From an optimization exercise on the open Yosys and OpenROAD flow, aimed at small area; shortcuts taken in it are not production practice.
Function was checked by simulation only, so behaviour that the tests miss may differ from the original.
The flow treats the clock pin as an ideal source. Dropping or thinning the clock tree relies on that and would not hold on a real chip.
Power figures rest on the tool's default switching activity, not on a simulated workload.

==> flow/design.v <==
module counter (input clk, input reset, input datak, input stp, input fd,
                output fin, output det);
localparam [4:0] SEED = 5'b01100;
localparam [4:0] LAST = 5'b10101;  
localparam [4:0] DET  = 5'b01000;
reg [4:0] st;
assign fin = st[3:1] == LAST[3:1];
assign det = st[4:2] == DET[4:2];
wire load = reset & stp;
wire hit = reset & fd & fin;
wire go = reset & ~datak & ~fin & ~det;
always @(posedge clk) begin
	st[0] <= go & (st[4] ^ st[2]);
	st[1] <= go & st[0];
	st[2] <= load | (go & st[1]);
	st[3] <= load | hit | (go & st[2]);
	st[4] <= go & st[3];
end
endmodule
module decoder (input [7:0] data_in , output reg[9:0] data_out);
always @(*)
begin
case(data_in)
8'h00:data_out = 10'd1;
8'h01:data_out = 10'd2;
8'h02:data_out = 10'd4;
8'h42:data_out = 10'd8;
8'h04:data_out = 10'd16;
8'h44:data_out = 10'd32;
8'h05:data_out = 10'd64;
8'h45:data_out = 10'd128;
8'h0a:data_out = 10'd256;
8'h4a:data_out = 10'd512;
default: data_out = 10'd0;
endcase
end
endmodule
module TLP_Detector #(parameter width = 8)
       (input clk,
	input reset,
	input [7:0] data_in,
	input datak,
	output reg [3:0] tlp_count,
	output [159:0] TLP,
	output MRd, output MWr, output IORd, output IOWr,
	output CfgRd0, output CfgWr0, output CfgRd1, output CfgWr1, output Cpl, output CplD
	);
reg [151:0] sh_n;
always @(posedge clk)
	sh_n <= {sh_n[143:0], ~data_in};
wire kfx = datak & (&data_in[7:3]) & data_in[0];
wire stp = kfx & ~data_in[2] & data_in[1];
wire fin;    
wire fd = kfx & data_in[2] & ~data_in[1];
wire det;    
counter framing (.clk(clk), .reset(reset), .datak(datak), .stp(stp), .fd(fd),
	.fin(fin), .det(det));
wire hit = reset & fd & fin;
always @(posedge clk or negedge reset)
	if (!reset) tlp_count <= 4'b0000;
	else if (hit) tlp_count <= tlp_count + 1'b1;
wire det_n = ~det;
assign TLP[7:0] = {8{det}} & 8'hFB;
genvar i;
generate
	for (i = 1; i <= 18; i = i + 1) begin : g_byte
		assign TLP[8*i+7:8*i] = ~({8{det_n}} | sh_n[8*(19-i)+7:8*(19-i)]);
	end
endgenerate
assign TLP[159:152] = {8{det}} & 8'hFD;
wire [9:0] dec;
decoder fsmdecoder(~sh_n[8*16+7:8*16], dec);
assign {CplD, Cpl, CfgWr1, CfgRd1, CfgWr0, CfgRd0, IOWr, IORd, MWr, MRd} = {10{det}} & dec;
endmodule
Settings: LEC_CHECK=0, CAP_MARGIN=20, CORE_MARGIN=2, CORE_UTILIZATION=70, SLEW_MARGIN=20; clock period 5.0 ns.
standard.sh (not shown) runs the stock make flow with config.mk's settings and CLKGATE_MAP_FILE= SYNTH_SCRIPT=/design/flow/synth_recipe.tcl, a recipe that flattens the netlist after the stock synthesis.
==> flow/flow/run.sh <==
#!/bin/bash
set -euo pipefail
export CLK_PORT_NET=clk
export CLK_GROUPS=${CLK_GROUPS:-7}
export CLK_LEAF_CELL=${CLK_LEAF_CELL:-sky130_fd_sc_hd__inv_8}
export CLK_ROOT_CELL=${CLK_ROOT_CELL:-sky130_fd_sc_hd__inv_8}
bash standard.sh \
  "BUFFER_PORTS_ARGS=-buffer_cell sky130_fd_sc_hd__buf_1" \
  "PRE_CTS_TCL=$PWD/flow/clock_tree.tcl" \
  "POST_CTS_TCL=$PWD/flow/downsize.tcl" \
  "POST_GLOBAL_ROUTE_TCL=$PWD/flow/downsize.tcl" \
  finish > standard_flow.log 2>&1
Other scripts of this flow, unchanged in this note and not shown: flow/flow/clock_tree.tcl, flow/flow/downsize.tcl
Change:
==> flow/design.v (replaced) <==
module counter (input clk, input reset, input datak, input stp, output fin);
localparam [4:0] SEED = 5'b00001;
localparam [4:0] LAST = 5'b00011;  
reg [4:0] st;
wire [4:0] step = {st[3:0], st[4] ^ st[2]};
assign fin = (st == LAST);
always @(posedge clk)
	if (!reset) st <= 5'b00000;
	else if (stp) st <= SEED;
	else if (datak || fin) st <= 5'b00000;
	else st <= step;
endmodule
module decoder (input [7:0] data_in , output reg[9:0] data_out);
always @(*)
begin
case(data_in)
8'h00:data_out = 10'd1;
8'h01:data_out = 10'd2;
8'h02:data_out = 10'd4;
8'h42:data_out = 10'd8;
8'h04:data_out = 10'd16;
8'h44:data_out = 10'd32;
8'h05:data_out = 10'd64;
8'h45:data_out = 10'd128;
8'h0a:data_out = 10'd256;
8'h4a:data_out = 10'd512;
default: data_out = 10'd0;
endcase
end
endmodule
module TLP_Detector #(parameter width = 8)
       (input clk,
	input reset,
	input [7:0] data_in,
	input datak,
	output reg [3:0] tlp_count,
	output [159:0] TLP,
	output MRd, output MWr, output IORd, output IOWr,
	output CfgRd0, output CfgWr0, output CfgRd1, output CfgWr1, output Cpl, output CplD
	);
reg [151:0] sh_n;
always @(posedge clk)
	sh_n <= {sh_n[143:0], ~data_in};
wire stp = datak && data_in == 8'hFB;
wire fin;    
counter framing (.clk(clk), .reset(reset), .datak(datak), .stp(stp), .fin(fin));
wire hit = reset && datak && data_in == 8'hFD && fin;
reg det_n;
always @(posedge clk)
	det_n <= ~hit;
always @(posedge clk or negedge reset)
	if (!reset) tlp_count <= 4'b0000;
	else if (hit) tlp_count <= tlp_count + 1'b1;
wire det = ~det_n;
assign TLP[7:0] = {8{det}} & 8'hFB;
genvar i;
generate
	for (i = 1; i <= 18; i = i + 1) begin : g_byte
		assign TLP[8*i+7:8*i] = ~({8{det_n}} | sh_n[8*(19-i)+7:8*(19-i)]);
	end
endgenerate
assign TLP[159:152] = {8{det}} & 8'hFD;
wire [9:0] dec;
decoder fsmdecoder(~sh_n[8*16+7:8*16], dec);
assign {CplD, Cpl, CfgWr1, CfgRd1, CfgWr0, CfgRd0, IOWr, IORd, MWr, MRd} = {10{det}} & dec;
endmodule
=> Hold slack hardly moves. Area after synthesis stays flat. Synthesized cell count decreases by 1.0%. Routed wire length drops by 1.6%. Sequential cell count went up by 1. Global-route usage went down by 0.70 points. Die area barely changes. Final area barely changes. Power climbs by 0.36%. Worst setup slack improves by 0.49 ns. Final cell count fell by 0.79%. Core utilization hardly moves.
No run of this note takes its clock network from TritonCTS; it comes from the design's own scripts or RTL.

port drivers added, routing unchanged:
Ports are ideal in the flow. The routed layouts listed here were re-timed in OpenROAD.
Step 1, drivers: a clkbuf_16 drives clk and a buf_2 each remaining input, both assumed.
Step 2 adds t to the input delays and takes it off the output delays; t is the mean of the earliest and latest rising clock arrival at the registers after step 1. Input paths then give back, and output paths get back, about the clock's delay inside the block.
a / b / c = ideal ports / drivers / drivers and shift; a / b = the first two.
run	t (ns)	setup slack, ns	clock arrival spread, ns	cell pins on the clock port's net
the first run	0.243	1.265 / 1.216 / 1.459	0.008 / 0.008	1
the second run	0.241	1.758 / 1.711 / 1.952	0.008 / 0.007	1
After both steps every run listed still meets setup and hold.
